Background: an optimization exercise with open tools, aiming at small area and a short achievable clock period. Do not read the settings as production practice. Function was checked by simulation only, so behaviour that the tests miss may differ from the original. Power is estimated from default activity; no workload was simulated.

===== flow/design.v =====
module mac (
    input  logic clk,
    input  logic rst,
    input  logic signed [15:0] a_in,
    input  logic signed [15:0] b_in,
    input  logic acc_clear,
    output logic acc_out_valid,
    output logic signed [34:0] acc_out
);
logic [15:0] a_r;
logic [7:0] one_r, two_r, neg_r;
wire  [16:0] bx = {b_in, 1'b0};
integer k;
always_ff @(posedge clk) begin
    for (k = 0; k < 8; k = k + 1) begin
        one_r[k] <= bx[2*k+1] ^ bx[2*k];
        two_r[k] <= (bx[2*k+2] & ~bx[2*k+1] & ~bx[2*k]) | (~bx[2*k+2] & bx[2*k+1] & bx[2*k]);
        neg_r[k] <= bx[2*k+2];
    end
    a_r <= rst ? 16'd0 : a_in;
end
wire [17:0] ax = {a_r[15], a_r, 1'b0};
wire [16:0] pp0;
wire [16:0] pp1;
wire [16:0] pp2;
wire [16:0] pp3;
wire [16:0] pp4;
wire [16:0] pp5;
wire [16:0] pp6;
wire [16:0] pp7;
genvar gi, gj;
generate for (gj = 0; gj < 8; gj = gj + 1) begin : g_pp
    for (gi = 0; gi < 17; gi = gi + 1) begin : g_bit
        wire v = (one_r[gj] & ax[gi+1]) | (two_r[gj] & ax[gi]);
        if (gj == 0) assign pp0[gi] = v ^ neg_r[0];
        if (gj == 1) assign pp1[gi] = v ^ neg_r[1];
        if (gj == 2) assign pp2[gi] = v ^ neg_r[2];
        if (gj == 3) assign pp3[gi] = v ^ neg_r[3];
        if (gj == 4) assign pp4[gi] = v ^ neg_r[4];
        if (gj == 5) assign pp5[gi] = v ^ neg_r[5];
        if (gj == 6) assign pp6[gi] = v ^ neg_r[6];
        if (gj == 7) assign pp7[gi] = v ^ neg_r[7];
    end
end endgenerate
logic [34:0] acc_s;
logic [16:0] acc_cr;
wire  [34:0] acc_c;
logic [1:0] t;
wire hold = acc_out_valid & ~acc_clear;
wire [34:0] acc_in_s = acc_clear ? 35'd0 : acc_s;
wire [34:0] acc_in_c = acc_clear ? 35'd0 : acc_c;
assign acc_c = {acc_cr[16], 1'b0, acc_cr[15], 1'b0, acc_cr[14], 1'b0, acc_cr[13], 1'b0, acc_cr[12], 1'b0, acc_cr[11], 1'b0, acc_cr[10], 1'b0, acc_cr[9], 1'b0, acc_cr[8], 1'b0, acc_cr[7], 1'b0, acc_cr[6], 1'b0, acc_cr[5], 1'b0, acc_cr[4], 1'b0, acc_cr[3], 1'b0, acc_cr[2], 1'b0, acc_cr[1], 1'b0, acc_cr[0], 1'b0, 1'b0};
wire s0, c0, s1, c1, s2, c2, s3, c3, s4, c4, s5, c5, s6, c6, s7, c7, s8, c8, s9, c9, s10, c10, s11, c11, s12, c12, s13, c13, s14, c14, s15, c15, s16, c16, s17, c17, s18, c18, s19, c19, s20, c20, s21, c21, s22, c22, s23, c23, s24, c24, s25, c25, s26, c26, s27, c27, s28, c28, s29, c29, s30, c30, s31, c31, s32, c32, s33, c33, s34, c34, s35, c35, s36, c36, s37, c37, s38, c38, s39, c39, s40, c40, s41, c41, s42, c42, s43, c43, s44, c44, s45, c45, s46, c46, s47, c47, s48, c48, s49, c49, s50, c50, s51, c51, s52, c52, s53, c53, s54, c54, s55, c55, s56, c56, s57, c57, s58, c58, s59, c59, s60, c60, s61, c61, s62, c62, s63, c63, s64, c64, s65, c65, s66, c66, s67, c67, s68, c68, s69, c69, s70, c70, s71, c71, s72, c72, s73, c73, s74, c74, s75, c75, s76, c76, s77, c77, s78, c78, s79, c79, s80, c80, s81, c81, s82, c82, s83, c83, s84, c84, s85, c85, s86, c86, s87, c87, s88, c88, s89, c89, s90, c90, s91, c91, s92, c92, s93, c93, s94, c94, s95, c95, s96, c96, s97, c97, s98, c98, s99, c99, s100, c100, s101, c101, s102, c102, s103, c103, s104, c104, s105, c105, s106, c106, s107, c107, s108, c108, s109, c109, s110, c110, s111, c111, s112, c112, s113, c113, s114, c114, s115, c115, s116, c116, s117, c117, s118, c118, s119, c119, s120, c120, s121, c121, s122, c122, s123, c123, s124, c124, s125, c125, s126, c126, s127, c127, s128, c128, s129, c129, s130, c130, s131, c131, s132, c132, s133, c133, s134, c134, s135, c135, s136, c136, s137, c137, s138, c138, s139, c139, s140, c140, s141, c141, s142, c142, s143, c143, s144, c144, s145, c145, s146, c146, s147, c147, s148, c148, s149, c149, s150, c150, s151, c151, s152, c152, s153, c153;
mac_ha u_ha0 (.a(neg_r[0]), .b(pp0[0]), .s(s0), .co(c0));
mac_ha u_ha1 (.a(pp0[1]), .b(c0), .s(s1), .co(c1));
mac_fa u_fa2 (.a(neg_r[1]), .b(pp0[2]), .c(pp1[0]), .s(s2), .co(c2));
mac_fa u_fa3 (.a(s2), .b(c1), .c(acc_in_s[2]), .s(s3), .co(c3));
mac_fa u_fa4 (.a(pp0[3]), .b(pp1[1]), .c(c2), .s(s4), .co(c4));
mac_ha u_ha5 (.a(s4), .b(acc_in_s[3]), .s(s5), .co(c5));
mac_fa u_fa6 (.a(neg_r[2]), .b(pp0[4]), .c(pp1[2]), .s(s6), .co(c6));
mac_fa u_fa7 (.a(pp2[0]), .b(s6), .c(c4), .s(s7), .co(c7));
mac_fa u_fa8 (.a(acc_in_s[4]), .b(acc_in_c[4]), .c(c5), .s(s8), .co(c8));
mac_fa u_fa9 (.a(pp0[5]), .b(pp1[3]), .c(pp2[1]), .s(s9), .co(c9));
mac_fa u_fa10 (.a(c6), .b(s9), .c(acc_in_s[5]), .s(s10), .co(c10));
mac_ha u_ha11 (.a(c7), .b(s10), .s(s11), .co(c11));
mac_fa u_fa12 (.a(neg_r[3]), .b(pp0[6]), .c(pp1[4]), .s(s12), .co(c12));
mac_fa u_fa13 (.a(pp2[2]), .b(pp3[0]), .c(c9), .s(s13), .co(c13));
mac_fa u_fa14 (.a(s12), .b(s13), .c(acc_in_s[6]), .s(s14), .co(c14));
mac_fa u_fa15 (.a(acc_in_c[6]), .b(c10), .c(s14), .s(s15), .co(c15));
mac_fa u_fa16 (.a(pp0[7]), .b(pp1[5]), .c(pp2[3]), .s(s16), .co(c16));
mac_fa u_fa17 (.a(pp3[1]), .b(c12), .c(s16), .s(s17), .co(c17));
mac_fa u_fa18 (.a(c13), .b(acc_in_s[7]), .c(s17), .s(s18), .co(c18));
mac_ha u_ha19 (.a(c14), .b(s18), .s(s19), .co(c19));
mac_fa u_fa20 (.a(neg_r[4]), .b(pp0[8]), .c(pp1[6]), .s(s20), .co(c20));
mac_fa u_fa21 (.a(pp2[4]), .b(pp3[2]), .c(pp4[0]), .s(s21), .co(c21));
mac_fa u_fa22 (.a(c16), .b(s20), .c(s21), .s(s22), .co(c22));
mac_fa u_fa23 (.a(c17), .b(acc_in_s[8]), .c(acc_in_c[8]), .s(s23), .co(c23));
mac_fa u_fa24 (.a(s22), .b(c18), .c(s23), .s(s24), .co(c24));
mac_fa u_fa25 (.a(pp0[9]), .b(pp1[7]), .c(pp2[5]), .s(s25), .co(c25));
mac_fa u_fa26 (.a(pp3[3]), .b(pp4[1]), .c(c20), .s(s26), .co(c26));
mac_fa u_fa27 (.a(c21), .b(s25), .c(s26), .s(s27), .co(c27));
mac_fa u_fa28 (.a(c22), .b(acc_in_s[9]), .c(c23), .s(s28), .co(c28));
mac_ha u_ha29 (.a(s27), .b(c24), .s(s29), .co(c29));
mac_fa u_fa30 (.a(neg_r[5]), .b(pp0[10]), .c(pp1[8]), .s(s30), .co(c30));
mac_fa u_fa31 (.a(pp2[6]), .b(pp3[4]), .c(pp4[2]), .s(s31), .co(c31));
mac_fa u_fa32 (.a(pp5[0]), .b(c25), .c(s30), .s(s32), .co(c32));
mac_fa u_fa33 (.a(s31), .b(c26), .c(acc_in_s[10]), .s(s33), .co(c33));
mac_fa u_fa34 (.a(acc_in_c[10]), .b(s32), .c(c27), .s(s34), .co(c34));
mac_fa u_fa35 (.a(s33), .b(c28), .c(s34), .s(s35), .co(c35));
mac_fa u_fa36 (.a(pp0[11]), .b(pp1[9]), .c(pp2[7]), .s(s36), .co(c36));
mac_fa u_fa37 (.a(pp3[5]), .b(pp4[3]), .c(pp5[1]), .s(s37), .co(c37));
mac_fa u_fa38 (.a(c30), .b(c31), .c(s36), .s(s38), .co(c38));
mac_fa u_fa39 (.a(s37), .b(c32), .c(acc_in_s[11]), .s(s39), .co(c39));
mac_fa u_fa40 (.a(s38), .b(c33), .c(s39), .s(s40), .co(c40));
mac_ha u_ha41 (.a(c34), .b(s40), .s(s41), .co(c41));
mac_fa u_fa42 (.a(neg_r[6]), .b(pp0[12]), .c(pp1[10]), .s(s42), .co(c42));
mac_fa u_fa43 (.a(pp2[8]), .b(pp3[6]), .c(pp4[4]), .s(s43), .co(c43));
mac_fa u_fa44 (.a(pp5[2]), .b(pp6[0]), .c(c36), .s(s44), .co(c44));
mac_fa u_fa45 (.a(c37), .b(s42), .c(s43), .s(s45), .co(c45));
mac_fa u_fa46 (.a(s44), .b(c38), .c(acc_in_s[12]), .s(s46), .co(c46));
mac_fa u_fa47 (.a(acc_in_c[12]), .b(s45), .c(c39), .s(s47), .co(c47));
mac_fa u_fa48 (.a(s46), .b(c40), .c(s47), .s(s48), .co(c48));
mac_fa u_fa49 (.a(pp0[13]), .b(pp1[11]), .c(pp2[9]), .s(s49), .co(c49));
mac_fa u_fa50 (.a(pp3[7]), .b(pp4[5]), .c(pp5[3]), .s(s50), .co(c50));
mac_fa u_fa51 (.a(pp6[1]), .b(c42), .c(c43), .s(s51), .co(c51));
mac_fa u_fa52 (.a(s49), .b(s50), .c(c44), .s(s52), .co(c52));
mac_fa u_fa53 (.a(s51), .b(c45), .c(acc_in_s[13]), .s(s53), .co(c53));
mac_fa u_fa54 (.a(s52), .b(c46), .c(s53), .s(s54), .co(c54));
mac_ha u_ha55 (.a(c47), .b(s54), .s(s55), .co(c55));
mac_fa u_fa56 (.a(neg_r[7]), .b(pp0[14]), .c(pp1[12]), .s(s56), .co(c56));
mac_fa u_fa57 (.a(pp2[10]), .b(pp3[8]), .c(pp4[6]), .s(s57), .co(c57));
mac_fa u_fa58 (.a(pp5[4]), .b(pp6[2]), .c(pp7[0]), .s(s58), .co(c58));
mac_fa u_fa59 (.a(c49), .b(c50), .c(s56), .s(s59), .co(c59));
mac_fa u_fa60 (.a(s57), .b(s58), .c(c51), .s(s60), .co(c60));
mac_fa u_fa61 (.a(acc_in_s[14]), .b(acc_in_c[14]), .c(s59), .s(s61), .co(c61));
mac_fa u_fa62 (.a(c52), .b(s60), .c(c53), .s(s62), .co(c62));
mac_fa u_fa63 (.a(s61), .b(c54), .c(s62), .s(s63), .co(c63));
mac_fa u_fa64 (.a(pp0[15]), .b(pp1[13]), .c(pp2[11]), .s(s64), .co(c64));
mac_fa u_fa65 (.a(pp3[9]), .b(pp4[7]), .c(pp5[5]), .s(s65), .co(c65));
mac_fa u_fa66 (.a(pp6[3]), .b(pp7[1]), .c(c56), .s(s66), .co(c66));
mac_fa u_fa67 (.a(c57), .b(c58), .c(s64), .s(s67), .co(c67));
mac_fa u_fa68 (.a(s65), .b(s66), .c(c59), .s(s68), .co(c68));
mac_fa u_fa69 (.a(acc_in_s[15]), .b(s67), .c(c60), .s(s69), .co(c69));
mac_fa u_fa70 (.a(c61), .b(s68), .c(s69), .s(s70), .co(c70));
mac_ha u_ha71 (.a(c62), .b(s70), .s(s71), .co(c71));
mac_fa u_fa72 (.a(pp0[16]), .b(pp1[14]), .c(pp2[12]), .s(s72), .co(c72));
mac_fa u_fa73 (.a(pp3[10]), .b(pp4[8]), .c(pp5[6]), .s(s73), .co(c73));
mac_fa u_fa74 (.a(pp6[4]), .b(pp7[2]), .c(c64), .s(s74), .co(c74));
mac_fa u_fa75 (.a(c65), .b(s72), .c(s73), .s(s75), .co(c75));
mac_fa u_fa76 (.a(c66), .b(s74), .c(c67), .s(s76), .co(c76));
mac_fa u_fa77 (.a(acc_in_s[16]), .b(acc_in_c[16]), .c(s75), .s(s77), .co(c77));
mac_fa u_fa78 (.a(c68), .b(s76), .c(s77), .s(s78), .co(c78));
mac_fa u_fa79 (.a(c69), .b(s78), .c(c70), .s(s79), .co(c79));
mac_fa u_fa80 (.a(pp0[16]), .b(pp1[15]), .c(pp2[13]), .s(s80), .co(c80));
mac_fa u_fa81 (.a(pp3[11]), .b(pp4[9]), .c(pp5[7]), .s(s81), .co(c81));
mac_fa u_fa82 (.a(pp6[5]), .b(pp7[3]), .c(c72), .s(s82), .co(c82));
mac_fa u_fa83 (.a(c73), .b(s80), .c(s81), .s(s83), .co(c83));
mac_fa u_fa84 (.a(c74), .b(s82), .c(c75), .s(s84), .co(c84));
mac_fa u_fa85 (.a(acc_in_s[17]), .b(s83), .c(c76), .s(s85), .co(c85));
mac_fa u_fa86 (.a(c77), .b(s84), .c(s85), .s(s86), .co(c86));
mac_ha u_ha87 (.a(c78), .b(s86), .s(s87), .co(c87));
mac_fa u_fa88 (.a(~pp0[16]), .b(~pp1[16]), .c(pp2[14]), .s(s88), .co(c88));
mac_fa u_fa89 (.a(pp3[12]), .b(pp4[10]), .c(pp5[8]), .s(s89), .co(c89));
mac_fa u_fa90 (.a(pp6[6]), .b(pp7[4]), .c(c80), .s(s90), .co(c90));
mac_fa u_fa91 (.a(c81), .b(s88), .c(s89), .s(s91), .co(c91));
mac_fa u_fa92 (.a(c82), .b(s90), .c(c83), .s(s92), .co(c92));
mac_fa u_fa93 (.a(acc_in_s[18]), .b(acc_in_c[18]), .c(s91), .s(s93), .co(c93));
mac_fa u_fa94 (.a(c84), .b(s92), .c(s93), .s(s94), .co(c94));
mac_fa u_fa95 (.a(c85), .b(s94), .c(c86), .s(s95), .co(c95));
mac_fa u_fa96 (.a(~pp2[15]), .b(pp3[13]), .c(pp4[11]), .s(s96), .co(c96));
mac_fa u_fa97 (.a(pp5[9]), .b(pp6[7]), .c(pp7[5]), .s(s97), .co(c97));
mac_fa u_fa98 (.a(c88), .b(c89), .c(s96), .s(s98), .co(c98));
mac_fa u_fa99 (.a(s97), .b(c90), .c(c91), .s(s99), .co(c99));
mac_fa u_fa100 (.a(acc_in_s[19]), .b(s98), .c(c92), .s(s100), .co(c100));
mac_fa u_fa101 (.a(c93), .b(s99), .c(s100), .s(s101), .co(c101));
mac_ha u_ha102 (.a(c94), .b(s101), .s(s102), .co(c102));
mac_fa u_fa103 (.a(~pp2[16]), .b(pp3[14]), .c(pp4[12]), .s(s103), .co(c103));
mac_fa u_fa104 (.a(pp5[10]), .b(pp6[8]), .c(pp7[6]), .s(s104), .co(c104));
mac_fa u_fa105 (.a(pp2[15]), .b(c96), .c(c97), .s(s105), .co(c105));
mac_fa u_fa106 (.a(s103), .b(s104), .c(s105), .s(s106), .co(c106));
mac_fa u_fa107 (.a(c98), .b(acc_in_s[20]), .c(acc_in_c[20]), .s(s107), .co(c107));
mac_fa u_fa108 (.a(c99), .b(s106), .c(s107), .s(s108), .co(c108));
mac_fa u_fa109 (.a(c100), .b(s108), .c(c101), .s(s109), .co(c109));
mac_fa u_fa110 (.a(~pp3[15]), .b(pp4[13]), .c(pp5[11]), .s(s110), .co(c110));
mac_fa u_fa111 (.a(pp6[9]), .b(pp7[7]), .c(c103), .s(s111), .co(c111));
mac_fa u_fa112 (.a(c104), .b(s110), .c(c105), .s(s112), .co(c112));
mac_fa u_fa113 (.a(s111), .b(acc_in_s[21]), .c(c106), .s(s113), .co(c113));
mac_fa u_fa114 (.a(s112), .b(c107), .c(s113), .s(s114), .co(c114));
mac_ha u_ha115 (.a(c108), .b(s114), .s(s115), .co(c115));
mac_fa u_fa116 (.a(~pp3[16]), .b(pp4[14]), .c(pp5[12]), .s(s116), .co(c116));
mac_fa u_fa117 (.a(pp6[10]), .b(pp7[8]), .c(pp3[15]), .s(s117), .co(c117));
mac_fa u_fa118 (.a(c110), .b(s116), .c(s117), .s(s118), .co(c118));
mac_fa u_fa119 (.a(c111), .b(acc_in_s[22]), .c(acc_in_c[22]), .s(s119), .co(c119));
mac_fa u_fa120 (.a(s118), .b(c112), .c(s119), .s(s120), .co(c120));
mac_fa u_fa121 (.a(c113), .b(s120), .c(c114), .s(s121), .co(c121));
mac_fa u_fa122 (.a(~pp4[15]), .b(pp5[13]), .c(pp6[11]), .s(s122), .co(c122));
mac_fa u_fa123 (.a(pp7[9]), .b(c116), .c(c117), .s(s123), .co(c123));
mac_fa u_fa124 (.a(s122), .b(s123), .c(c118), .s(s124), .co(c124));
mac_fa u_fa125 (.a(acc_in_s[23]), .b(c119), .c(s124), .s(s125), .co(c125));
mac_ha u_ha126 (.a(c120), .b(s125), .s(s126), .co(c126));
mac_fa u_fa127 (.a(~pp4[16]), .b(pp5[14]), .c(pp6[12]), .s(s127), .co(c127));
mac_fa u_fa128 (.a(pp7[10]), .b(pp4[15]), .c(c122), .s(s128), .co(c128));
mac_fa u_fa129 (.a(s127), .b(c123), .c(s128), .s(s129), .co(c129));
mac_fa u_fa130 (.a(acc_in_s[24]), .b(acc_in_c[24]), .c(c124), .s(s130), .co(c130));
mac_fa u_fa131 (.a(s129), .b(c125), .c(s130), .s(s131), .co(c131));
mac_fa u_fa132 (.a(~pp5[15]), .b(pp6[13]), .c(pp7[11]), .s(s132), .co(c132));
mac_fa u_fa133 (.a(c127), .b(s132), .c(c128), .s(s133), .co(c133));
mac_fa u_fa134 (.a(acc_in_s[25]), .b(c129), .c(s133), .s(s134), .co(c134));
mac_ha u_ha135 (.a(c130), .b(s134), .s(s135), .co(c135));
mac_fa u_fa136 (.a(~pp5[16]), .b(pp6[14]), .c(pp7[12]), .s(s136), .co(c136));
mac_fa u_fa137 (.a(pp5[15]), .b(c132), .c(s136), .s(s137), .co(c137));
mac_fa u_fa138 (.a(acc_in_s[26]), .b(acc_in_c[26]), .c(s137), .s(s138), .co(c138));
mac_fa u_fa139 (.a(c133), .b(s138), .c(c134), .s(s139), .co(c139));
mac_fa u_fa140 (.a(~pp6[15]), .b(pp7[13]), .c(c136), .s(s140), .co(c140));
mac_fa u_fa141 (.a(s140), .b(c137), .c(acc_in_s[27]), .s(s141), .co(c141));
mac_ha u_ha142 (.a(c138), .b(s141), .s(s142), .co(c142));
mac_fa u_fa143 (.a(~pp6[16]), .b(pp7[14]), .c(pp6[15]), .s(s143), .co(c143));
mac_fa u_fa144 (.a(s143), .b(c140), .c(acc_in_s[28]), .s(s144), .co(c144));
mac_fa u_fa145 (.a(acc_in_c[28]), .b(c141), .c(s144), .s(s145), .co(c145));
mac_fa u_fa146 (.a(~pp7[15]), .b(c143), .c(acc_in_s[29]), .s(s146), .co(c146));
mac_ha u_ha147 (.a(c144), .b(s146), .s(s147), .co(c147));
mac_fa u_fa148 (.a(~pp7[16]), .b(pp7[15]), .c(acc_in_s[30]), .s(s148), .co(c148));
mac_fa u_fa149 (.a(acc_in_c[30]), .b(c146), .c(s148), .s(s149), .co(c149));
mac_ha u_ha150 (.a(~acc_in_s[31]), .b(c148), .s(s150), .co(c150));
mac_fa u_fa151 (.a(~acc_in_s[32]), .b(acc_in_c[32]), .c(acc_in_s[31]), .s(s151), .co(c151));
mac_ha u_ha152 (.a(~acc_in_s[33]), .b(acc_in_s[32]), .s(s152), .co(c152));
mac_fa u_fa153 (.a(~acc_in_s[34]), .b(acc_in_c[34]), .c(acc_in_s[33]), .s(s153), .co(c153));
wire [34:0] rx = {c152, s152, c150, s150, c147, s147, c142, s142, c135, s135, c126, s126, c115, s115, c102, s102, c87, s87, c71, s71, c55, s55, c41, s41, c29, s29, c19, s19, c11, s11, s7, s5, acc_in_c[2], s1, s0};
wire [34:0] ry = {s153, c151, s151, c149, s149, c145, s145, c139, s139, c131, s131, c121, s121, c109, s109, c95, s95, c79, s79, c63, s63, c48, s48, c35, s35, s28, s24, c15, s15, c8, s8, c3, s3, acc_in_s[1], acc_in_s[0]};
wire [34:0] nxt_s;
wire [34:0] nxt_c;
wire [2:0] blk0 = {1'b0, rx[1:0]} + {1'b0, ry[1:0]};
assign nxt_s[1:0] = blk0[1:0];
wire [2:0] blk2 = {1'b0, rx[3:2]} + {1'b0, ry[3:2]};
assign nxt_s[3:2] = blk2[1:0];
wire [2:0] blk4 = {1'b0, rx[5:4]} + {1'b0, ry[5:4]};
assign nxt_s[5:4] = blk4[1:0];
wire [2:0] blk6 = {1'b0, rx[7:6]} + {1'b0, ry[7:6]};
assign nxt_s[7:6] = blk6[1:0];
wire [2:0] blk8 = {1'b0, rx[9:8]} + {1'b0, ry[9:8]};
assign nxt_s[9:8] = blk8[1:0];
wire [2:0] blk10 = {1'b0, rx[11:10]} + {1'b0, ry[11:10]};
assign nxt_s[11:10] = blk10[1:0];
wire [2:0] blk12 = {1'b0, rx[13:12]} + {1'b0, ry[13:12]};
assign nxt_s[13:12] = blk12[1:0];
wire [2:0] blk14 = {1'b0, rx[15:14]} + {1'b0, ry[15:14]};
assign nxt_s[15:14] = blk14[1:0];
wire [2:0] blk16 = {1'b0, rx[17:16]} + {1'b0, ry[17:16]};
assign nxt_s[17:16] = blk16[1:0];
wire [2:0] blk18 = {1'b0, rx[19:18]} + {1'b0, ry[19:18]};
assign nxt_s[19:18] = blk18[1:0];
wire [2:0] blk20 = {1'b0, rx[21:20]} + {1'b0, ry[21:20]};
assign nxt_s[21:20] = blk20[1:0];
wire [2:0] blk22 = {1'b0, rx[23:22]} + {1'b0, ry[23:22]};
assign nxt_s[23:22] = blk22[1:0];
wire [2:0] blk24 = {1'b0, rx[25:24]} + {1'b0, ry[25:24]};
assign nxt_s[25:24] = blk24[1:0];
wire [2:0] blk26 = {1'b0, rx[27:26]} + {1'b0, ry[27:26]};
assign nxt_s[27:26] = blk26[1:0];
wire [2:0] blk28 = {1'b0, rx[29:28]} + {1'b0, ry[29:28]};
assign nxt_s[29:28] = blk28[1:0];
wire [2:0] blk30 = {1'b0, rx[31:30]} + {1'b0, ry[31:30]};
assign nxt_s[31:30] = blk30[1:0];
wire [2:0] blk32 = {1'b0, rx[33:32]} + {1'b0, ry[33:32]};
assign nxt_s[33:32] = blk32[1:0];
wire [1:0] blk34 = {1'b0, rx[34:34]} + {1'b0, ry[34:34]};
assign nxt_s[34:34] = blk34[0:0];
assign nxt_c[0] = 1'b0;
assign nxt_c[1] = 1'b0;
assign nxt_c[2] = blk0[2];
assign nxt_c[3] = 1'b0;
assign nxt_c[4] = blk2[2];
assign nxt_c[5] = 1'b0;
assign nxt_c[6] = blk4[2];
assign nxt_c[7] = 1'b0;
assign nxt_c[8] = blk6[2];
assign nxt_c[9] = 1'b0;
assign nxt_c[10] = blk8[2];
assign nxt_c[11] = 1'b0;
assign nxt_c[12] = blk10[2];
assign nxt_c[13] = 1'b0;
assign nxt_c[14] = blk12[2];
assign nxt_c[15] = 1'b0;
assign nxt_c[16] = blk14[2];
assign nxt_c[17] = 1'b0;
assign nxt_c[18] = blk16[2];
assign nxt_c[19] = 1'b0;
assign nxt_c[20] = blk18[2];
assign nxt_c[21] = 1'b0;
assign nxt_c[22] = blk20[2];
assign nxt_c[23] = 1'b0;
assign nxt_c[24] = blk22[2];
assign nxt_c[25] = 1'b0;
assign nxt_c[26] = blk24[2];
assign nxt_c[27] = 1'b0;
assign nxt_c[28] = blk26[2];
assign nxt_c[29] = 1'b0;
assign nxt_c[30] = blk28[2];
assign nxt_c[31] = 1'b0;
assign nxt_c[32] = blk30[2];
assign nxt_c[33] = 1'b0;
assign nxt_c[34] = blk32[2];
wire [16:0] nxt_cr = {nxt_c[34], nxt_c[32], nxt_c[30], nxt_c[28], nxt_c[26], nxt_c[24], nxt_c[22], nxt_c[20], nxt_c[18], nxt_c[16], nxt_c[14], nxt_c[12], nxt_c[10], nxt_c[8], nxt_c[6], nxt_c[4], nxt_c[2]};
always_ff @(posedge clk) begin
    if (rst) begin
        acc_s <= '0; acc_cr <= '0; acc_out_valid <= 1'b0; t <= 2'd0;
    end else if (acc_clear) begin
        acc_s <= nxt_s; acc_cr <= nxt_cr; t <= 2'd1; acc_out_valid <= 1'b0;
    end else if (!acc_out_valid) begin
        acc_s <= nxt_s; acc_cr <= nxt_cr; t <= t + 2'd1; acc_out_valid <= (t == 2'd3);
    end
end
assign acc_out = acc_s + acc_c;
endmodule
module mac_fa (input logic a, input logic b, input logic c, output logic s, output logic co);
    assign s = a ^ b ^ c;
    assign co = (a & b) | (c & (a ^ b));
endmodule
module mac_ha (input logic a, input logic b, output logic s, output logic co);
    assign s = a ^ b;
    assign co = a & b;
endmodule

===== flow/config.mk =====
export PLATFORM = sky130hd
export DESIGN_NAME = mac
export DESIGN_NICKNAME = mac
export VERILOG_FILES = /design/flow/design.v
export SDC_FILE = /design/flow/constraint.sdc
export NUM_CORES = 4
export LEC_CHECK = 0
export CAP_MARGIN = 20
export CORE_MARGIN = 2
export CORE_UTILIZATION = 40
export SETUP_SLACK_MARGIN = 4.5
export SLEW_MARGIN = 20
export SYNTH_HIERARCHICAL = 1
export SYNTH_MINIMUM_KEEP_SIZE = 0

===== flow/constraint.sdc =====
create_clock -name core_clock -period 7.5 [get_ports {clk}]
set_input_delay 1.5000 -clock core_clock [delete_from_list [all_inputs] [get_ports {clk}]]
set_output_delay 1.5000 -clock core_clock [all_outputs]
set_load 0.01 [all_outputs]

===== flow/run.sh =====
#!/bin/bash
# synth_recipe.tcl (not shown) runs the flow's synth.tcl, then flattens the netlist and writes it again
# the make line also repeats each setting of config.mk as NAME=value (left out here)
make -C /OpenROAD-flow-scripts/flow DESIGN_CONFIG=/design/flow/config.mk WORK_HOME=/design/flow/orfs CLKGATE_MAP_FILE= SYNTH_SCRIPT=/design/flow/synth_recipe.tcl finish

==> results.sh, run 1 <==
export IMPL_status="complete, no violations"
export IMPL_die_h_um=167
export IMPL_synth_xor_xnor_area_share_pct=14.5
export IMPL_drc=0
export IMPL_crit_path_end_kind="flop"
export IMPL_cts_buffers=9
export IMPL_overflow=0
export IMPL_synth_edff_count=0
export IMPL_hold_ws_ns=0.477
export IMPL_cts_sinks=95
export IMPL_start_kind="flop"
export IMPL_drtIter0Drc=649
export IMPL_first_global_vias=8705
export IMPL_rsz0062_at_grt="true"
export IMPL_synth_seq_cells=95
export IMPL_postRouteAntennaNets=0
export IMPL_crit_type="reg2reg"
export IMPL_grtUsageTotal_pct=21.7
export IMPL_htree_levels=3
export IMPL_synth_top_cells_by_area="fa_1 (29%), dfxtp_1 (18%), xnor2_1 (12%)"
export IMPL_power_density_nw_per_um2=365
export IMPL_core_area_um2=26000
export IMPL_num_vias=8514
export IMPL_r2r_end="acc_s[19]"
export IMPL_min_period_ns=4.28
export IMPL_whs_endpoint="acc_s[0]"
export IMPL_setup_tns_ns=0
export IMPL_hold_violations=0
export IMPL_gp_congestion=0.830
export IMPL_fin_area_um2=14600
export IMPL_via_per_inst=5.43
export IMPL_synth_area_per_cell_um2=9.69
export IMPL_yosysMostFrequentCell="fa_1"
export IMPL_synth_top_family_by_area="adder cells"
export IMPL_synthAdderAreaFrac_pct=35.2
export IMPL_totalWireLength_mm=30.3
export IMPL_synth_compound_area_share_pct=16.0
export IMPL_nets=1469
export IMPL_crit_path_max_fanout=16
export IMPL_dp_hpwl_mm=19.4
export IMPL_hold_path_class="reg2reg"
export IMPL_ys_seq_area_share_pct=18.0
export IMPL_post_drt_wl_per_cell_um=19.3
export IMPL_synth_area_mux_share_pct=0.0946
export IMPL_rrSetupSlack_ns=3.22
export IMPL_clk_latency_ns=0.35
export IMPL_num_rows=59
export IMPL_synth_cell_types=51
export IMPL_synthTopCellsByCount="fa_1 (153), xnor2_1 (151), nand2_1 (130), a22oi_1 (121), dfxtp_1 (95)"
export IMPL_max_slew_margin_pct=43.1
export IMPL_power_leakage_nw=5.47
export IMPL_syn_area_um2=10600
export IMPL_dp_cells=1400
export IMPL_holdBufCountCts=0
export IMPL_clock_path_buffers=2
export IMPL_synth_simple_area_share_pct=11.7
export IMPL_cts_tree="built"
export IMPL_reg2reg_from="two_r[6]"
export IMPL_grt_max_degree=72
export IMPL_drive_gt1_share_pct=43.3
export IMPL_layoutNonFillerInstCount=1568
export IMPL_start_util_pct=40.7
export IMPL_synth_flop_cell="dfxtp_1"
export IMPL_cts_root_buffer="clkbuf_16"
export IMPL_synthesis_nets=1333
export IMPL_placed_area_um2=12100
export IMPL_syn2layout_area_growth_pct=38.2
export IMPL_final_max_slew_viol_count=0
export IMPL_antenna_found_initial=0
export IMPL_min_from="acc_s[0]"
export IMPL_fp_dieW_um=167
export IMPL_max_freq_mhz=234
export IMPL_whs_path_depth=2
export IMPL_skew_ns=0.0129
export IMPL_r2r_cells=12
export IMPL_synth_top_area_share_pct=28.9
export IMPL_synth_top_cell_by_area="fa_1"
export IMPL_peakVddDrop_mv=0.209
export IMPL_fin_crit_sh_pct=57.1
export IMPL_syn_inst=1092
export IMPL_cp_required_ns=7.78
export IMPL_yosysWarnings=7
export IMPL_io_pins=71
export IMPL_setup_viol=0
export IMPL_async_reset_ff_share_pct=0
export IMPL_arrival_ns=4.56
export IMPL_dr_pass1_iters=5
export IMPL_fin_util_pct=56.3
export IMPL_port_buffers=70
export IMPL_grt_first_pass_wirelength_mm=48.2
export IMPL_die_area_um2=27800
export IMPL_clk_pin_slew_ns=0.07
export IMPL_n_antenna_cell=0
export IMPL_maxCapViolations=0
export IMPL_tightest_slew_ns=0.853
==> worst max-delay path, stage by stage, from the launching register on <==
cell,delay (ns)
dfxtp_4,0.51
a22oi_1,0.15
xnor2_1,0.17
fa_1,0.44
fa_2,0.42
fa_2,0.36
fa_1,0.45
fa_2,0.36
fa_1,0.50
ha_4,0.18
fa_1,0.48
nand2_1,0.07
a21oi_2,0.13
==> stage by stage <==
| step | setup slack [ns] | power [mW] |
|---|---|---|
| 2_1_floorplan | 3.30 | 3.51 |
| 3_3_place_gp | 2.47 | 4.38 |
| 3_5_place_dp | 2.41 | 4.43 |
| 4_1_cts | 3.25 | 5.14 |
| 5_1_grt | 3.08 | 5.94 |
| 6_report | 3.22 | 5.34 |
==> per-layer routing <==
layer	part of all wire (%)	vias up	track usage (%)	routed length [um]
met5	0	-	0	0
li1	-	3948	-	-
met3	6.2	27	2.92	1890
met4	1.3	0	5.13	391
met1	46	4216	32.2	14000
met2	46	323	33.6	14000
==> where the power goes <==
group | switching, mW | internal [mW] | total [mW]
clock network | 0.215 | 0.226 | 0.441
registers | 0.217 | 0.660 | 0.878
logic | 1.98 | 2.04 | 4.02
==> worst max path at each step <==
stage	startpoint	end	slack, ns	cells past startpoint
final	two_r[6]	acc_s[19]	3.22	12
after global routing	a_r[14]	acc_s[19]	3.08	12
after floorplan	a_r[14]	acc_s[19]	3.30	14
after CTS	a_r[15]	acc_s[23]	3.25	13
after global placement	acc_clear	acc_s[19]	2.47	10
after detailed placement	acc_clear	acc_s[19]	2.41	10
==> layout by cell type (no fill, tap or decap), types with 11 or more instances in the layout <==
master / synthesis / layout
xnor2_2: 0 / 29
a22oi_2: 0 / 45
a22oi_1: 121 / 76
fa_1: 153 / 73
dfxtp_4: 0 / 35
dfxtp_1: 95 / 39
o21ai_0: 19 / 13
nand2_1: 130 / 124
nor2b_1: 67 / 49
buf_2: 14 / 30
buf_4: 3 / 100
ha_4: 0 / 27
xor2_1: 24 / 19
ha_1: 53 / 21
a21oi_1: 56 / 48
xnor2_1: 151 / 122
buf_6: 0 / 54
nor2_1: 17 / 15
clkdlybuf4s50_1: 0 / 35
dfxtp_2: 0 / 21
inv_1: 13 / 11
fa_2: 0 / 80
==> flip-flops by register name (all words and copies together) (netlist names) <==
signal         cells
acc_out_valid      1
acc_s             35
a_r               16
neg_r              8
one_r              8
two_r              8
t                  2
acc_cr            17
==> per-module statistics from Yosys, one instance, submodules excluded <==
| module | flops+latches | cell area, um2 | times used | cells |
|---|---|---|---|---|
| mac | 95 | 7640 | 1 | 938 |
| mac_fa | 0 | 20.0 | 136 | 1 |
| mac_ha | 0 | 12.5 | 18 | 1 |
==> final cells by class <==
cell class                      instances  area, um2
Tap cell                              335        419
Multi-Input combinational cell        876       9710
Clock inverter                          5       33.8
Timing Repair Buffer                  233       2120
Sequential cell                        95       2060
Fill cell                            2219      11400
Clock buffer                           11        233
Inverter                               13       48.8
==> kinds of logic (layout without fill, tap and decap cells) <==
kind of cell | after synthesis | count (layout)
DFF | 95 | 95
xor gates and xnor gates | 175 | 175
muxes | 1 | 1
buffers and inverters | 121 | 262
and+or+nand+nor | 254 | 254
adders and majority gates | 206 | 206
AOI/OAI and AO/OA | 240 | 240
==> timing repair <==
| item | CTS | global route |
|---|---|---|
| gates resized for setup | 363 | 71 |
| pin swaps | 126 | 60 |
| buffers inserted | 117 | 34 |
| cloned | 1 | 0 |
| endpoints found under the hold margin | 0 | 0 |
| setup endpoints to repair | 84 | 75 |
==> run 2, diff against run 1 <==
--- a/flow/config.mk
+++ b/flow/config.mk
@@ -14 +14,2 @@
 export SYNTH_MINIMUM_KEEP_SIZE = 0
+export TNS_END_PERCENT = 0
==> results.sh, run 2 <==
export IMPL_status="complete, no violations"
export IMPL_crit_path_end_kind="flop"
export IMPL_start_kind="flop"
export IMPL_hold_violations=0
export IMPL_drtIter0Drc=582
export IMPL_num_vias=8186
export IMPL_syn_inst=1092
export IMPL_fp_dieW_um=167
export IMPL_async_reset_ff_share_pct=0
export IMPL_antenna_found_initial=0
export IMPL_clk_latency_ns=0.36
export IMPL_synth_top_cells_by_area="fa_1 (29%), dfxtp_1 (18%), xnor2_1 (12%)"
export IMPL_clock_power_share_pct=10.2
export IMPL_arrival_ns=4.57
export IMPL_fin_util_pct=49.2
export IMPL_comb_power_share_pct=72.1
export IMPL_gp_congestion=0.866
export IMPL_rsz0062_at_grt="true"
export IMPL_largest_register_ff_count=35
export IMPL_synth_top_cell_by_area="fa_1"
export IMPL_syn2layout_area_growth_pct=20.8
export IMPL_num_rows=59
export IMPL_drc=0
export IMPL_dp_hpwl_mm=19.7
export IMPL_yosysWarnings=7
export IMPL_core_area_um2=26000
export IMPL_peakVddDrop_mv=0.213
export IMPL_cts_tree="built"
export IMPL_setup_tns_ns=0
export IMPL_first_global_vias=8295
export IMPL_max_slew_margin_pct=44.5
export IMPL_ys_seq_area_share_pct=18.0
export IMPL_postRouteAntennaNets=0
export IMPL_cp_required_ns=7.78
export IMPL_hold_ws_ns=0.469
export IMPL_reg_top3="acc_s x35, acc_cr x17, a_r x16"
export IMPL_max_freq_mhz=233
export IMPL_synth_area_per_cell_um2=9.69
export IMPL_via_per_inst=5.53
export IMPL_grt_first_pass_wirelength_mm=46.7
export IMPL_overflow=0
export IMPL_n_antenna_cell=0
export IMPL_port_buffers=70
export IMPL_cts_buffers=9
export IMPL_synth_flop_cell="dfxtp_1"
export IMPL_layout_common_cells="xnor2_1 (145), nand2_1 (130), fa_1 (127)"
export IMPL_grt_max_degree=72
export IMPL_dr_pass1_iters=5
export IMPL_synth_edff_count=0
export IMPL_start_util_pct=40.7
export IMPL_top_register="acc_s"
export IMPL_synthTopCellsByCount="fa_1 (153), xnor2_1 (151), nand2_1 (130), a22oi_1 (121), dfxtp_1 (95)"
export IMPL_finalPower_mw=4.79
export IMPL_cts_root_buffer="clkbuf_16"
export IMPL_yosysMostFrequentCell="fa_1"
export IMPL_die_h_um=167
export IMPL_setup_viol=0
export IMPL_cts_sinks=95
export IMPL_totalWireLength_mm=28.6
export IMPL_crit_path_max_fanout=9
export IMPL_min_period_ns=4.29
export IMPL_crit_type="reg2reg"
export IMPL_synth_cell_types=51
export IMPL_post_place_ws_ns=2.63
export IMPL_clock_path_buffers=2
export IMPL_grtUsageTotal_pct=21.0
export IMPL_tightest_slew_ns=0.833
export IMPL_power_leakage_nw=4.75
export IMPL_switching_share_pct=45.1
export IMPL_hold_path_class="reg2reg"
export IMPL_synthesis_nets=1333
export IMPL_die_area_um2=27800
export IMPL_layout_setup_ws_ns=3.21
export IMPL_clk_pin_slew_ns=0.07
export IMPL_drive_gt1_share_pct=19.4
export IMPL_p_seq_share_pct=17.7
export IMPL_switchingPower_mw=2.16
export IMPL_io_pins=71
export IMPL_layout_commonest_cell="xnor2_1"
export IMPL_syn_area_um2=10600
export IMPL_synth_top_area_share_pct=28.9
export IMPL_power_density_nw_per_um2=375
export IMPL_holdBufCountCts=0
export IMPL_intPower_mw=2.63
export IMPL_fin_crit_sh_pct=57.2
export IMPL_nets=1380
export IMPL_synth_seq_cells=95
export IMPL_maxCapViolations=0
export IMPL_final_max_slew_viol_count=0
export IMPL_htree_levels=3
export IMPL_post_drt_wl_per_cell_um=19.4
export IMPL_skew_ns=0.0106
==> run 2: power by group through the flow <==
stage | clock [mW] | combinational, mW | sequential (mW)
3_5_place_dp | 0 | 3.34 | 0.862
3_3_place_gp | 0 | 3.30 | 0.858
4_1_cts | 0.499 | 3.45 | 0.847
2_1_floorplan | 0 | 2.57 | 0.723
6_report | 0.487 | 3.46 | 0.848
5_1_grt | 0.518 | 3.98 | 0.870
==> run 2: what timing repair did <==
| action | 4_1_cts | 5_1_grt |
|---|---|---|
| pin swaps | 31 | 10 |
| resized for setup | 134 | 18 |
| setup buffers | 62 | 3 |
| setup endpoints to repair | 85 | 85 |
| hold endpoints to repair | 0 | 0 |
==> run 2: final timing paths <==
kind              start          to  slack [ns]  cells after the start
max             a_r[15]   acc_s[19]        3.21                     13
max reg2reg     a_r[15]   acc_s[19]        3.21                     13
min          acc_cr[14]  acc_cr[14]        0.47                      2
min reg2reg  acc_cr[14]  acc_cr[14]        0.47                      2
==> run 2: worst max-delay path, cell delays in order, from the launching register on <==
cell and delay (ns):
dfxtp_4 0.38, buf_4 0.15, a22oi_2 0.18, xnor2_1 0.16, fa_2 0.49, fa_2 0.38, fa_2 0.35, fa_1 0.46
fa_2 0.36, fa_1 0.46, ha_2 0.19, fa_1 0.47, nand2_1 0.05, a21oi_1 0.15
==> run 2: stage by stage <==
stage | cells | instance area, um2
detailed placement | 1398 | 11500
global route | 1479 | 12800
floorplan | 1092 | 10900
CTS | 1476 | 12700
finish | 1479 | 12800
global placement | 1398 | 11500
==> run 2: cells by family (layout without fill, tap and decap cells) <==
| kind of cell | after synthesis | in the layout | share of synthesized area, % |
|---|---|---|---|
| buffers and inverters | 121 | 173 | 4.56 |
| AOI/OAI and AO/OA | 240 | 240 | 16.0 |
| DFF | 95 | 95 | 18.0 |
| adders and majority gates | 206 | 206 | 35.2 |
| and+or+nand+nor | 254 | 254 | 11.7 |
| xor gates and xnor gates | 175 | 175 | 14.5 |
| muxes | 1 | 1 | 0.0946 |
==> run 2: Yosys stat by module (local to each module, per instance) <==
module	area [um2]	times used	cells inside
mac_ha	12.5	18	1
mac	7640	1	938
mac_fa	20.0	136	1
==> run 2: layout make-up <==
cell class | instances | area, um2
flip-flops and latches | 95 | 2030
fillers | 2401 | 13200
well taps | 335 | 419
multi-input cells | 876 | 8620
inverters | 13 | 48.8
clock inverters | 5 | 56.3
repair buffers | 144 | 1360
clock buffers | 11 | 243
==> run 2: layer usage <==
layer / global-route usage [%] / routed length (um)
met4: 4.95 / 375
met5: 0 / 0
met1: 31.5 / 13500
met3: 3.92 / 2120
met2: 31.2 / 12700
==> run 3, diff against run 2 <==
==> flow/flow/run.sh (new file) <==
#!/bin/bash
# Standard ORFS layout (the standard.sh, standard synthesis unchanged); the only
# difference is the cell used for the port buffers that buffer_ports inserts.
set -euo pipefail
export BUFFER_PORTS_ARGS="-buffer_cell sky130_fd_sc_hd__buf_2"
bash standard.sh > standard_flow.log 2>&1
==> flow/standard.sh (new file) <==
#!/bin/bash
# synth_recipe.tcl (not shown) runs the flow's synth.tcl, then flattens the netlist and writes it again
# the make line also repeats each setting of config.mk as NAME=value (left out here)
make -C /OpenROAD-flow-scripts/flow DESIGN_CONFIG=/design/flow/config.mk WORK_HOME=/design/flow/orfs CLKGATE_MAP_FILE= SYNTH_SCRIPT=/design/flow/synth_recipe.tcl "${@:-finish}"
removed: flow/run.sh
==> results.sh, run 3 <==
export IMPL_tightest_slew_ns=0.824
export IMPL_reg2reg_from="one_r[2]"
export IMPL_cts_sinks=95
export IMPL_clock_path_buffers=2
export IMPL_skew_ns=0.00884
export IMPL_nets=1350
export IMPL_via_per_inst=5.50
export IMPL_synth_area_per_cell_um2=9.69
export IMPL_gp_congestion=0.842
export IMPL_ys_seq_area_share_pct=18.0
export IMPL_postRouteAntennaNets=0
export IMPL_r2r_cells=12
export IMPL_synth_top_cell_by_area="fa_1"
export IMPL_synth_top_cells_by_area="fa_1 (29%), dfxtp_1 (18%), xnor2_1 (12%)"
export IMPL_hold_path_class="reg2reg"
export IMPL_power_leakage_nw=4.57
export IMPL_synth_top_area_share_pct=28.9
export IMPL_cts_buffers=9
export IMPL_cp_required_ns=7.78
export IMPL_num_rows=59
export IMPL_crit_type="reg2reg"
export IMPL_n_antenna_cell=0
export IMPL_async_reset_ff_share_pct=0
export IMPL_drive_gt1_share_pct=21.5
export IMPL_maxCapViolations=0
export IMPL_post_drt_wl_per_cell_um=19.2
export IMPL_antenna_found_initial=0
export IMPL_syn2layout_area_growth_pct=13.4
export IMPL_rrSetupSlack_ns=3.23
export IMPL_overflow=0
export IMPL_die_h_um=167
export IMPL_whs_endpoint="acc_s[0]"
export IMPL_synth_edff_count=0
export IMPL_finalPower_mw=4.54
export IMPL_reg_top3="acc_s x35, acc_cr x17, a_r x16"
export IMPL_fp_dieW_um=167
export IMPL_startpoint="one_r[2]"
export IMPL_min_from="acc_s[0]"
export IMPL_die_area_um2=27800
export IMPL_drc=0
export IMPL_arrival_ns=4.55
export IMPL_totalWireLength_mm=27.8
export IMPL_peakVddDrop_mv=0.210
export IMPL_r2r_end="acc_s[19]"
export IMPL_status="complete, no violations"
export IMPL_dr_pass1_iters=5
export IMPL_cts_root_buffer="clkbuf_16"
export IMPL_num_vias=7966
export IMPL_rsz0062_at_grt="true"
export IMPL_whs_path_depth=2
export IMPL_synthesis_nets=1333
export IMPL_synth_flop_cell="dfxtp_1"
export IMPL_first_global_vias=7946
export IMPL_htree_levels=3
export IMPL_grt_first_pass_wirelength_mm=45.1
export IMPL_holdBufCountCts=0
export IMPL_crit_path_max_fanout=6
export IMPL_setup_tns_ns=0
export IMPL_setup_viol=0
export IMPL_dp_hpwl_mm=20.1
export IMPL_largest_register_ff_count=35
export IMPL_max_slew_margin_pct=45.1
export IMPL_min_period_ns=4.27
export IMPL_clk_pin_slew_ns=0.07
export IMPL_grtUsageTotal_pct=20.3
export IMPL_final_max_slew_viol_count=0
export IMPL_crit_path_end_kind="flop"
export IMPL_start_kind="flop"
export IMPL_hold_violations=0
export IMPL_synth_cell_types=51
export IMPL_syn_area_um2=10600
export IMPL_io_pins=71
export IMPL_synth_seq_cells=95
export IMPL_fin_crit_sh_pct=56.9
export IMPL_yosysMostFrequentCell="fa_1"
export IMPL_cts_tree="built"
export IMPL_power_density_nw_per_um2=378
export IMPL_start_util_pct=40.7
export IMPL_synthTopCellsByCount="fa_1 (153), xnor2_1 (151), nand2_1 (130), a22oi_1 (121), dfxtp_1 (95)"
export IMPL_layout_commonest_cell="xnor2_1"
export IMPL_max_freq_mhz=234
export IMPL_port_buffers=70
export IMPL_grt_max_degree=72
export IMPL_core_area_um2=26000
export IMPL_drtIter0Drc=752
export IMPL_yosysWarnings=7
export IMPL_layout_common_cells="xnor2_1 (146), nand2_1 (130), fa_1 (130)"
export IMPL_hold_ws_ns=0.471
export IMPL_clk_latency_ns=0.36
export IMPL_syn_inst=1092
export IMPL_top_register="acc_s"
==> run 3: worst max-delay path by stage <==
stage | to | slack [ns]
after floorplan | acc_s[19] | 3.30
after global placement | acc_s[21] | 2.60
after detailed placement | acc_s[21] | 2.66
after CTS | acc_s[23] | 3.29
after global routing | acc_s[23] | 3.13
final | acc_s[19] | 3.23
==> run 3: cell type report <==
| type | count | area, um2 |
|---|---|---|
| Clock buffer | 10 | 239 |
| Clock inverter | 6 | 66.3 |
| Fill cell | 2513 | 14000 |
| Inverter | 13 | 48.8 |
| Multi-Input combinational cell | 876 | 8440 |
| Sequential cell | 95 | 2040 |
| Tap cell | 335 | 419 |
| Timing Repair Buffer | 114 | 752 |
==> run 3: power by group <==
| group | switching [mW] | internal, mW | leakage [nW] |
|---|---|---|---|
| Sequential | 0.198 | 0.649 | 0.809 |
| Clock | 0.217 | 0.269 | 0.149 |
| Combinational | 1.66 | 1.55 | 3.61 |
| Total | 2.07 | 2.47 | 4.57 |
==> run 3: timing repair <==
| action | in CTS | in global routing |
|---|---|---|
| pin swaps | 20 | 3 |
| gates cloned | 0 | 0 |
| setup buffers | 37 | 0 |
| gates resized for setup | 96 | 7 |
| endpoints found under the hold margin | 0 | 0 |
| endpoints found under the setup margin | 83 | 81 |
==> run 3: logic make-up (layout without fill, tap and decap cells) <==
group           count (synthesis)  count (layout)  share of synthesized area (%)
fa+ha+maj                     206             206                           35.2
simple gates                  254             254                           11.7
flops                          95              95                           18.0
xor+xnor                      175             175                           14.5
buf+inv                       121             143                           4.56
compound gates                240             240                           16.0
mux                             1               1                         0.0946
==> run 3: Yosys stat by module, one instance, submodules excluded <==
module  cells inside  area, um2
mac              938       7640
mac_fa             1       20.0
mac_ha             1       12.5
==> run 3: stage by stage <==
| stage | std cells | instance area [um2] | setup slack, ns | utilization (%) |
|---|---|---|---|---|
| global placement | 1394 | 11100 | 2.60 | 42.7 |
| CTS | 1449 | 12000 | 3.29 | 46.1 |
| floorplan | 1092 | 10900 | 3.30 | - |
| detailed placement | 1396 | 11100 | 2.66 | 42.9 |
| global route | 1449 | 12000 | 3.13 | 46.2 |
| finish | 1449 | 12000 | 3.23 | 46.2 |
==> run 3: routing by layer <==
layer  wire [um]  global-route usage (%)  vias to the layer above
li1            -                       -                     3708
met1       13200                    30.2                     3946
met2       12300                    30.8                      278
met3        1720                    3.42                       34
met4         508                    4.54                        0
met5           0                       0                        -
==> run 3: worst max-delay path: stages (launching register included) <==
cell	delay (ns)
dfxtp_4	0.40
buf_4	0.18
a22oi_2	0.09
xnor2_1	0.24
fa_1	0.49
fa_1	0.60
fa_1	0.44
fa_1	0.51
fa_1	0.42
ha_2	0.19
fa_1	0.47
nand2_1	0.05
a21oi_1	0.12
==> run 4, diff against run 3 <==
--- a/flow/config.mk
+++ b/flow/config.mk
@@ -14,2 +14,2 @@
 export SYNTH_MINIMUM_KEEP_SIZE = 0
-export TNS_END_PERCENT = 0
+export TNS_END_PERCENT = 20
==> results.sh, run 4 <==
export IMPL_synth_top_cells_by_area="fa_1 (29%), dfxtp_1 (18%), xnor2_1 (12%)"
export IMPL_dp_cells=1394
export IMPL_via_per_inst=5.45
export IMPL_reg_top3="acc_s x35, acc_cr x17, a_r x16"
export IMPL_maxCapViolations=0
export IMPL_nets=1379
export IMPL_dr_pass1_iters=5
export IMPL_post_place_ws_ns=2.66
export IMPL_totalWireLength_mm=28.2
export IMPL_layout_setup_ws_ns=3.18
export IMPL_num_rows=59
export IMPL_clk_pin_slew_ns=0.07
export IMPL_top_register="acc_s"
export IMPL_htree_levels=3
export IMPL_max_slew_margin_pct=43.5
export IMPL_antenna_found_initial=1
export IMPL_max_stage_delay_ns=0.49
export IMPL_grt_max_degree=72
export IMPL_nFillCells=2415
export IMPL_first_global_vias=7881
export IMPL_setup_viol=0
export IMPL_drive_gt1_share_pct=31.5
export IMPL_holdBufCountCts=0
export IMPL_synthTopCellsByCount="fa_1 (153), xnor2_1 (151), nand2_1 (130), a22oi_1 (121), dfxtp_1 (95)"
export IMPL_start_util_pct=40.7
export IMPL_power_density_nw_per_um2=383
export IMPL_skew_ns=0.00785
export IMPL_crit_top_cell="fa_1"
export IMPL_largest_register_ff_count=35
export IMPL_drc=0
export IMPL_core_area_um2=26000
export IMPL_post_drt_wl_per_cell_um=19.1
export IMPL_setup_tns_ns=0
export IMPL_fp_dieW_um=167
export IMPL_peakVddDrop_mv=0.254
export IMPL_rsz0062_at_grt="true"
export IMPL_crit_type="reg2reg"
export IMPL_gp_congestion=0.852
export IMPL_hold_path_class="reg2reg"
export IMPL_cts_sinks=95
export IMPL_path_cells="buf_12 > a22oi_2 > xnor2_1 > fa_2 > fa_1 > fa_2 > fa_1 > fa_2 > fa_1 > ha_2 > fa_1 > nand2_1 > a21oi_1"
export IMPL_clk_latency_ns=0.36
export IMPL_grtUsageTotal_pct=19.9
export IMPL_synth_cell_types=51
export IMPL_fin_area_um2=12700
export IMPL_die_area_um2=27800
export IMPL_port_buffers=70
export IMPL_syn2layout_area_growth_pct=20.4
export IMPL_cp_required_ns=7.78
export IMPL_yosysMostFrequentCell="fa_1"
export IMPL_layout_commonest_cell="xnor2_1"
export IMPL_power_leakage_nw=4.72
export IMPL_synth_edff_count=0
export IMPL_dp_hpwl_mm=20.0
export IMPL_layout_common_cells="xnor2_1 (146), nand2_1 (129), fa_1 (102)"
export IMPL_ys_seq_area_share_pct=18.0
export IMPL_synth_seq_cells=95
export IMPL_synth_top_cell_by_area="fa_1"
export IMPL_syn_area_um2=10600
export IMPL_start_kind="flop"
export IMPL_cts_tree="built"
export IMPL_async_reset_ff_share_pct=0
export IMPL_fin_crit_sh_pct=57.6
export IMPL_postRouteAntennaNets=0
export IMPL_io_pins=71
export IMPL_min_period_ns=4.32
export IMPL_overflow=0
export IMPL_layoutNonFillerInstCount=1479
export IMPL_syn_inst=1092
export IMPL_slowest_stage="fa_1"
export IMPL_tightest_slew_ns=0.848
export IMPL_finalPower_mw=4.88
export IMPL_max_freq_mhz=232
export IMPL_clock_path_buffers=2
export IMPL_synth_area_per_cell_um2=9.69
export IMPL_ff_latch_area_um2=2060
export IMPL_multi_input_area_um2=8910
export IMPL_synth_top_area_share_pct=28.9
export IMPL_synthesis_nets=1333
export IMPL_num_vias=8063
export IMPL_grt_first_pass_wirelength_mm=44.3
export IMPL_cts_buffers=9
export IMPL_hold_violations=0
export IMPL_final_max_slew_viol_count=0
export IMPL_r2r_cells=13
export IMPL_placed_area_um2=11200
export IMPL_die_h_um=167
export IMPL_yosysWarnings=7
export IMPL_status="complete, no violations"
export IMPL_crit_path_max_fanout=8
export IMPL_drtIter0Drc=661
export IMPL_whs_path_depth=2
export IMPL_synth_flop_cell="dfxtp_1"
export IMPL_arrival_ns=4.60
export IMPL_crit_path_end_kind="flop"
export IMPL_cts_root_buffer="clkbuf_16"
## run 4: cell types whose count changed in the layout (fill, tap and decap cells not counted), sizes merged
| cell | previous run | this run |
|---|---|---|
| diode | 0 | 1 |
| clkinv | 2 | 1 |
| clkbuf | 10 | 11 |
| buf | 114 | 143 |
## run 4: what timing repair did
item | CTS | global route
endpoints found under the setup margin | 82 | 79
pin swaps | 37 | 49
gates resized for setup | 111 | 78
setup buffers | 40 | 28
## run 4: per-layer routing
metal	wire length, um	up-vias	GRT usage (%)
met2	12500	267	29.6
met5	0	-	0
met1	13600	4012	30.0
li1	-	3753	-
met4	398	0	4.99
met3	1730	31	3.68
## run 4: logic make-up after synthesis
group           Yosys count  share of synthesized area [%]
xor+xnor                175                           14.5
flops                    95                           18.0
simple gates            254                           11.7
compound gates          240                           16.0
buf+inv                 121                           4.56
mux                       1                         0.0946
fa+ha+maj               206                           35.2
## run 4: cell type report
type | instances | area share (%)
repair buffers | 143 | 7.74
multi-input cells | 876 | 69.9
clock buffers | 11 | 1.99
inverters | 13 | 0.383
well taps | 335 | 3.29
flip-flops and latches | 95 | 16.1
clock inverters | 5 | 0.491
diodes | 1 | 0.0196
## run 4: stage by stage
stage | hold WS, ns | utilization, %
final | 0.477 | 49.0
after global routing | 0.489 | 49.0
after CTS | 0.473 | 46.7
after detailed placement | 0.462 | 43.0
after global placement | 0.450 | 43.0
after floorplan | 0.441 | -
## run 4: final timing paths
path,startpoint,endpoint,slack (ns)
hold / removal,acc_s[0],acc_s[0],0.48
setup / recovery,a_r[15],acc_s[19],3.18
hold reg to reg,acc_s[0],acc_s[0],0.48
setup reg to reg,a_r[15],acc_s[19],3.18
## run 4: worst max-delay path, delay by kind of cell, from the launching register on
family / cells / cell delay, ns
flops: 1 / 0.39
fa+ha+maj: 8 / 3.21
simple gates: 1 / 0.05
xor+xnor: 1 / 0.13
compound gates: 2 / 0.31
buf+inv: 1 / 0.14
## run 4: modules after synthesis, one instance, submodules excluded
| module | cells inside | flip-flops and latches | times used |
|---|---|---|---|
| mac_ha | 1 | 0 | 18 |
| mac_fa | 1 | 0 | 136 |
| mac | 938 | 95 | 1 |
## run 4: power by group
| part | internal (mW) | switching [mW] | total [mW] |
|---|---|---|---|
| clock network | 0.282 | 0.217 | 0.499 |
| registers | 0.655 | 0.219 | 0.875 |
| logic | 1.73 | 1.78 | 3.51 |
| total | 2.67 | 2.21 | 4.88 |
==> run 5, diff against run 4 <==
--- a/flow/config.mk
+++ b/flow/config.mk
@@ -10,3 +10,3 @@
 export CORE_UTILIZATION = 40
-export SETUP_SLACK_MARGIN = 4.5
+export SETUP_SLACK_MARGIN = 3.5
 export SLEW_MARGIN = 20
@@ -14,2 +14,2 @@
 export SYNTH_MINIMUM_KEEP_SIZE = 0
-export TNS_END_PERCENT = 20
+export TNS_END_PERCENT = 100
==> results.sh, run 5 <==
export IMPL_status="complete, no violations"
export IMPL_io_pins=71
export IMPL_cts_tree="built"
export IMPL_synth_top_cells_by_area="fa_1 (29%), dfxtp_1 (18%), xnor2_1 (12%)"
export IMPL_synth_edff_count=0
export IMPL_cpLargestDelayFamily="adder cells"
export IMPL_clk_latency_ns=0.36
export IMPL_crit_top_cell="fa_1"
export IMPL_htree_levels=3
export IMPL_gp_congestion=0.878
export IMPL_reg_top3="acc_s x35, acc_cr x17, a_r x16"
export IMPL_nFillCells=2327
export IMPL_crit_path_end_kind="flop"
export IMPL_synthTopCellsByCount="fa_1 (153), xnor2_1 (151), nand2_1 (130), a22oi_1 (121), dfxtp_1 (95)"
export IMPL_top_register="acc_s"
export IMPL_yosysWarnings=7
export IMPL_synth_top_cell_by_area="fa_1"
export IMPL_setup_tns_ns=0
export IMPL_syn2layout_area_growth_pct=23.8
export IMPL_path_cells="buf_4 > a22oi_2 > xnor2_2 > fa_2 > fa_1 > fa_2 > fa_1 > fa_2 > fa_1 > ha_2 > fa_1 > nand2_1 > a21oi_1"
export IMPL_max_stage_delay_ns=0.48
export IMPL_cts_buffers=9
export IMPL_power_density_nw_per_um2=371
export IMPL_port_buffers=70
export IMPL_crit_type="reg2reg"
export IMPL_die_h_um=167
export IMPL_max_freq_mhz=234
export IMPL_postRouteAntennaNets=0
export IMPL_post_drt_wl_per_cell_um=19.6
export IMPL_maxCapViolations=0
export IMPL_layout_common_cells="xnor2_1 (141), nand2_1 (130), fa_1 (100)"
export IMPL_layout_commonest_cell="xnor2_1"
export IMPL_dp_hpwl_mm=19.6
export IMPL_num_rows=59
export IMPL_synthesis_nets=1333
export IMPL_cp_required_ns=7.78
export IMPL_slowest_stage="fa_1"
export IMPL_max_slew_margin_pct=45.2
export IMPL_min_from="acc_cr[15]"
export IMPL_final_max_slew_viol_count=0
export IMPL_drc=0
export IMPL_start_util_pct=40.7
export IMPL_placed_area_um2=11200
export IMPL_synth_seq_cells=95
export IMPL_reg2reg_from="a_r[11]"
export IMPL_syn_area_um2=10600
export IMPL_synth_top_area_share_pct=28.9
export IMPL_min_period_ns=4.28
export IMPL_overflow=0
export IMPL_start_kind="flop"
export IMPL_synth_cell_types=51
export IMPL_tightest_slew_ns=0.823
export IMPL_n_antenna_cell=0
export IMPL_peakVddDrop_mv=0.197
export IMPL_cts_sinks=95
export IMPL_drive_gt1_share_pct=34.2
export IMPL_synth_area_per_cell_um2=9.69
export IMPL_post_place_ws_ns=2.46
export IMPL_antenna_found_initial=0
export IMPL_nets=1421
export IMPL_ys_seq_area_share_pct=18.0
export IMPL_hold_violations=0
export IMPL_via_per_inst=5.51
export IMPL_largest_register_ff_count=35
export IMPL_drtIter0Drc=869
export IMPL_layout_setup_ws_ns=3.22
export IMPL_arrival_ns=4.57
export IMPL_crit_path_max_fanout=8
export IMPL_dr_pass1_iters=6
export IMPL_power_leakage_nw=4.95
export IMPL_synth_flop_cell="dfxtp_1"
export IMPL_syn_inst=1092
export IMPL_rsz0062_at_grt="true"
export IMPL_grtUsageTotal_pct=20.9
export IMPL_fin_area_um2=13100
export IMPL_totalWireLength_mm=29.9
export IMPL_yosysMostFrequentCell="fa_1"
export IMPL_cts_root_buffer="clkbuf_16"
export IMPL_clock_path_buffers=2
export IMPL_grt_max_degree=72
export IMPL_startpoint="a_r[11]"
export IMPL_skew_ns=0.0116
export IMPL_core_area_um2=26000
export IMPL_first_global_vias=8276
export IMPL_num_vias=8370
export IMPL_fin_crit_sh_pct=57.1
export IMPL_setup_viol=0
export IMPL_critPathBufInv=1
export IMPL_die_area_um2=27800
export IMPL_async_reset_ff_share_pct=0
export IMPL_grt_first_pass_wirelength_mm=46.5
export IMPL_hold_path_class="reg2reg"
export IMPL_fp_dieW_um=167
export IMPL_clk_pin_slew_ns=0.07
==> run 5: cell counts after synthesis <==
No cell type changed its count.
==> run 5: metrics by stage <==
stage               hold WS, ns  utilization (%)  total power [mW]  instances
finish                    0.470             50.4              4.87       1520
global route              0.486             50.4              5.46       1520
CTS                       0.470             48.1              4.77       1483
detailed placement        0.460             43.1              4.12       1398
global placement          0.449             43.0              4.09       1397
floorplan                 0.441                -              3.34       1092
==> run 5: power breakdown <==
| group | switching (mW) | total (mW) | internal (mW) |
|---|---|---|---|
| Combinational | 1.79 | 3.53 | 1.74 |
| Clock | 0.216 | 0.473 | 0.256 |
| Sequential | 0.211 | 0.865 | 0.655 |
==> run 5: final timing paths <==
path	slack, ns	endpoint	cells past startpoint
setup reg to reg	3.22	acc_s[17]	13
hold reg to reg	0.47	acc_cr[15]	2
setup / recovery	3.22	acc_s[17]	13
hold / removal	0.47	acc_cr[15]	2
==> run 5: cell type report <==
cell class              instances  area (um2)  share of cell area (%)
multi-input cells             876        8960                    68.4
flip-flops and latches         95        2050                    15.6
repair buffers                185        1330                    10.2
well taps                     335         419                    3.20
clock buffers                  13         272                    2.07
inverters                      13        48.8                   0.372
clock inverters                 3        23.8                   0.181
==> run 5: kinds of logic after synthesis <==
| family | Yosys count | share of synthesized area [%] |
|---|---|---|
| fa+ha+maj | 206 | 35.2 |
| simple gates | 254 | 11.7 |
| buf+inv | 121 | 4.56 |
| compound gates | 240 | 16.0 |
| xor+xnor | 175 | 14.5 |
| mux | 1 | 0.0946 |
| flops | 95 | 18.0 |
==> run 5: Yosys stat by module (local to each module, per instance) <==
module / copies in the design / cells inside / flip-flops and latches / cell area [um2]
mac: 1 / 938 / 95 / 7640
mac_ha: 18 / 1 / 0 / 12.5
mac_fa: 136 / 1 / 0 / 20.0
==> run 5: metal layers <==
metal  vias to the layer above  global-route usage [%]  share of wire [%]
li1                       3849                       -                  -
met1                      4111                    31.0                 47
met2                       354                    31.0                 44
met3                        56                    4.30                7.7
met4                         0                    5.81                2.1
met5                         -                       0                  0
==> run 5: tightest hold or removal path: cells and delay by family (launching register included) <==
kind	cells	cell delay, ns
compound gates	1	0.05
simple gates	1	0.05
flops	1	0.32
==> run 5: what timing repair did <==
item                                    4_1_cts  5_1_grt
gates resized for setup                     149       76
pin swaps                                    46       58
buffers inserted                             69       37
hold buffers                                  0        0
endpoints found under the setup margin       48       40

## what the ideal ports hide
Ports are ideal in the flow. The routed layouts listed here were re-timed in OpenROAD. Step 1: set_driving_cell puts a clkbuf_16 on clk and a buf_2 on each other input, an assumption about the parent block. Step 2, shift: input delay + t, output delay - t, t = (earliest + latest rising clock arrival at the registers) / 2. This alone moves slack from input paths to output paths. Slacks: ideal ports / drivers / drivers and shift; pairs: ideal ports / drivers.
| run | t, ns | slack for setup (ns) | worst setup path after step 2 |
|---|---|---|---|
| run 1 | 0.394 | 3.219 / 3.219 / 3.064 | input to register |
| run 2 | 0.401 | 3.213 / 3.210 / 3.084 | input to register |
| run 3 | 0.404 | 3.232 / 3.232 / 3.077 | input to register |
| run 4 | 0.405 | 3.183 / 3.183 / 3.055 | input to register |
| run 5 | 0.405 | 3.218 / 3.218 / 2.958 | input to register |
After both steps every run listed still meets setup and hold. For run 5, which loses most, drivers alone change the setup slack by 0.000 ns; drivers and shift together by -0.260 ns.
